Background: an optimization exercise with open tools, aiming at a short achievable clock period and few clock cycles. Do not read the settings as production practice. Function was checked by simulation only, so behaviour that the tests miss may differ from the original. No activity file was given, so power comes from the tool's default toggle rates.

// processor
module processor(
    input clk,
    input reset,
    output [4:0] mem_addr,
    output [15:0] mem_wdata,
    output mem_we,
    input [15:0] mem_rdata,
    output [15:0] result
);
Size in the first run: roughly 56 I/O pins.
clock: 5.5 ns
lec_check: 0
abc_clock_period_in_ps: 2000
cap_margin: 20
core_margin: 2
core_utilization: 40
setup_slack_margin: 3.3
slew_margin: 20
synth_hierarchical: 1
synth_minimum_keep_size: 0
run.sh (not shown) runs the stock make flow with config.mk's settings and CLKGATE_MAP_FILE= SYNTH_SCRIPT=/design/flow/synth_recipe.tcl, a recipe that flattens the netlist after the stock synthesis.
Testbench counts at the start, summed over its fixed seeds: cycles 20,048.
==> next run, changes <==
--- a/flow/config.mk
+++ b/flow/config.mk
@@ -7,3 +7,3 @@
 export LEC_CHECK = 0
-export ABC_CLOCK_PERIOD_IN_PS = 2000
+export ABC_AREA = 1
 export CAP_MARGIN = 20
Outcome: Count of clock-buffer cells in the layout came out lower by 5. Routed wire length came out higher by 31%. Total power came out higher by 7.5%. Synthesized area came out higher by 13%. Cell count came out higher by 50%.

---

Another version of the RTL of processor (not shown whole).
Size: about 2400 cells after synthesis, ~0.020 mm2 of cells after synthesis.
Settings: LEC_CHECK=0, CAP_MARGIN=20, CORE_MARGIN=2, CORE_UTILIZATION=40, SETUP_SLACK_MARGIN=3.3, SLEW_MARGIN=20, SYNTH_HIERARCHICAL=1, SYNTH_MINIMUM_KEEP_SIZE=0; clock period 5.5 ns.
standard.sh (not shown) runs the stock make flow with config.mk's settings and CLKGATE_MAP_FILE= SYNTH_SCRIPT=/design/flow/synth_recipe.tcl, a recipe that flattens the netlist after the stock synthesis.
==> flow/flow/run.sh <==
#!/bin/bash
# The standard layout, with two changes to how cells are sized: the port
# buffers are sky130_fd_sc_hd__buf_4 (the standard flow's buffer_ports picks
# a delay cell), and timing repair may resize a cell to a different
# footprint.
set -euo pipefail
bash standard.sh "BUFFER_PORTS_ARGS=-buffer_cell sky130_fd_sc_hd__buf_4" \
    MATCH_CELL_FOOTPRINT=0 finish > standard.log 2>&1
The baseline passed the timing, design-rule and antenna checks.
Testbench counts at the start, summed over its fixed seeds: cycles 20,048.
Then changed:
Settings changed: ABC_AREA from default to 1.
Outcome: Synthesized area grows by about 16%. Power grows by 3.7%. Wire length grows by about 7%. Clock power grows by about 4%. Via count grows by 26%.

---

Another version of the RTL of processor (not shown whole).
For scale: ~56 I/O pins, ~22000 sq um of cells after synthesis.
clock: 5.5 ns
lec_check: 0
abc_area: 1
cap_margin: 20
core_margin: 2
core_utilization: 40
setup_slack_margin: 3.5
slew_margin: 20
synth_hierarchical: 1
synth_minimum_keep_size: 0
Scripts as last shown in full above: flow/flow/run.sh
Testbench counts at the start, summed over its fixed seeds: cycles 20,048.
Then changed:
==> flow/run.sh (new file) <==
#!/bin/bash
# synth_recipe.tcl (not shown) runs the flow's synth.tcl, then flattens the netlist and writes it again
# the make line also repeats each setting of config.mk as NAME=value (left out here)
make -C /OpenROAD-flow-scripts/flow DESIGN_CONFIG=/design/flow/config.mk WORK_HOME=/design/flow/orfs CLKGATE_MAP_FILE= SYNTH_SCRIPT=/design/flow/synth_recipe.tcl finish
SETUP_SLACK_MARGIN = 3.3   (was 3.5)
removed: flow/flow/run.sh
removed: flow/standard.sh
Design area went down by a few percent.
Register-to-register slack is worse by 0.02 ns.
Die area is unchanged.
Setup slack stays flat.
Fmax stays flat.
Clock-buffer cell count fell by 4.
Non-clock buffer count decreases by 28.
First-iteration DRC count rose slightly.
Combinational power is lower by a little under a tenth.
Hold slack barely changes.
Then changed:
==> flow/flow/run.sh (new file) <==
#!/bin/bash
# The standard layout, with two changes to how cells are sized: the port
# buffers are sky130_fd_sc_hd__buf_4 (the standard flow's buffer_ports picks
# a delay cell), and timing repair may resize a cell to a different
# footprint.
set -euo pipefail
bash standard.sh "BUFFER_PORTS_ARGS=-buffer_cell sky130_fd_sc_hd__buf_4" \
    MATCH_CELL_FOOTPRINT=0 finish > standard.log 2>&1
==> flow/standard.sh (new file) <==
#!/bin/bash
# synth_recipe.tcl (not shown) runs the flow's synth.tcl, then flattens the netlist and writes it again
# the make line also repeats each setting of config.mk as NAME=value (left out here)
make -C /OpenROAD-flow-scripts/flow DESIGN_CONFIG=/design/flow/config.mk WORK_HOME=/design/flow/orfs CLKGATE_MAP_FILE= SYNTH_SCRIPT=/design/flow/synth_recipe.tcl "${@:-finish}"
SETUP_SLACK_MARGIN = 3.7   (was 3.3)
removed: flow/run.sh
What happened: The changed run ran to the end with no violations; routed wire length goes up by about 12%; sequential share of layout area goes down by 3.4 points; clock skew goes up by 0.016 ns; cell area goes up by about 15%.
Then changed:
SETUP_SLACK_MARGIN = 3.3   (was 3.7)
After rerunning:
- The changed run completed without violations
- die area is unchanged
- power drops by 5.2%
- cell area drops by 14%
- routed wire length drops by 13%
- fmax is about the same
- synthesized cell count stays the same
- worst setup slack hardly moves
- core utilization drops by 7.6 points
- via count drops by 6.4%
- final cell count drops by 2.5%
- synthesized area does not change

---

v6:
processor, a different RTL version from the one above (not shown whole).
For scale: ~3600 cells after synthesis, about 56 I/O pins, about 23000 um2 of cells after synthesis.
clock: 5.5 ns
lec_check: 0
abc_area: 1
cap_margin: 20
core_margin: 2
core_utilization: 40
setup_slack_margin: 3.5
slew_margin: 20
synth_hierarchical: 1
synth_minimum_keep_size: 0
==> flow/flow/run.sh <==
#!/bin/bash
# The standard layout, with two changes to how cells are sized: the port
# buffers are sky130_fd_sc_hd__buf_4 (the standard flow's buffer_ports picks
# a delay cell), and timing repair may resize a cell to a different
# footprint.
set -euo pipefail
bash standard.sh "BUFFER_PORTS_ARGS=-buffer_cell sky130_fd_sc_hd__buf_4" \
    MATCH_CELL_FOOTPRINT=0 finish > standard.log 2>&1
Testbench counts of v6, summed over its fixed seeds: cycles 20,130.
--- input diff v6..v7 ---
--- a/flow/config.mk
+++ b/flow/config.mk
@@ -7,3 +7,2 @@
 export LEC_CHECK = 0
-export ABC_AREA = 1
 export CAP_MARGIN = 20
Results
Changes observed in v7 relative to v6: clock-cell share of area now sits higher, met2 wire length shows a reduction of 14%, maximum achievable frequency decreased about 6%. Against v6, v7 comes in about 8% lower on power spent charging and discharging nets. For v6, the topmost layer with routed signal wires was met5, unlike v7, where it was met4. Looking at first element of the critical path, the wdata_q[12] result is from v6; the bn_hi[4] one comes from v7. v6 → v7: final core utilization now larger; global-route wire length before repair now smaller; synthesized cell count now smaller; number of inverters outside the clock class in the layout now smaller. Between v7 and v6, clock share of power is lower for v6, v7 comes in above that. A last element of the critical path of mem_wdata[12] is what v6 shows, while mem_addr_q[3] belongs to v7. What v7 reported for via count has to be multiplied by 1.4 to get the figure for v6. Routed wire in v7 totals less than in v6.

[what the ideal ports hide]
In the flow no input, the clock included, has a driving cell. The finished layouts below were timed again as built, in two steps. Step 1 sets driving cells, clkbuf_16 on the clock port and buf_2 on the other inputs (assumed; they add their load-dependent delay and slew). Step 2 adds t to the input delays and takes it off the output delays; t is the mean of the earliest and latest rising clock arrival at the registers after step 1. Input paths then give back, and output paths get back, about the clock's delay inside the block. Three values: ideal, step 1, step 2; two values: the first two.
run	t (ns)	setup slack, ns	worst hold slack (ns)	latest minus earliest clock arrival (ns)	worst data-port slew with drivers (ns)
the first run of note 1	0.611	3.146 / 3.089 / 2.563	0.434 / 0.434 / 0.434	0.016 / 0.015	0.08
the second run of note 1	0.632	3.107 / 3.048 / 2.684	0.390 / 0.390 / 0.390	0.018 / 0.018	0.06
the first run of note 2	0.627	3.235 / 3.206 / 2.579	0.433 / 0.433 / 0.433	0.019 / 0.019	0.09
the second run of note 2	0.637	3.273 / 3.214 / 2.703	0.389 / 0.389 / 0.389	0.028 / 0.028	0.06
the first run of note 3	0.633	3.286 / 3.225 / 2.661	0.395 / 0.395 / 0.395	0.034 / 0.034	0.28
the second run of note 3	0.635	3.287 / 3.225 / 2.700	0.397 / 0.397 / 0.397	0.011 / 0.011	0.06
the third run of note 3	0.637	3.288 / 3.227 / 2.683	0.395 / 0.395 / 0.395	0.026 / 0.026	0.30
the fourth run of note 3	0.635	3.287 / 3.224 / 2.643	0.392 / 0.392 / 0.392	0.019 / 0.019	0.22
v6	0.634	3.370 / 3.216 / 2.582	0.391 / 0.391 / 0.391	0.029 / 0.030	0.34
v7	0.623	3.239 / 3.164 / 2.540	0.434 / 0.434 / 0.434	0.019 / 0.019	0.24
After both steps setup and hold are still met in every run listed. For v6, which loses most, drivers alone change the setup slack by -0.154 ns; drivers and shift together by -0.788 ns.
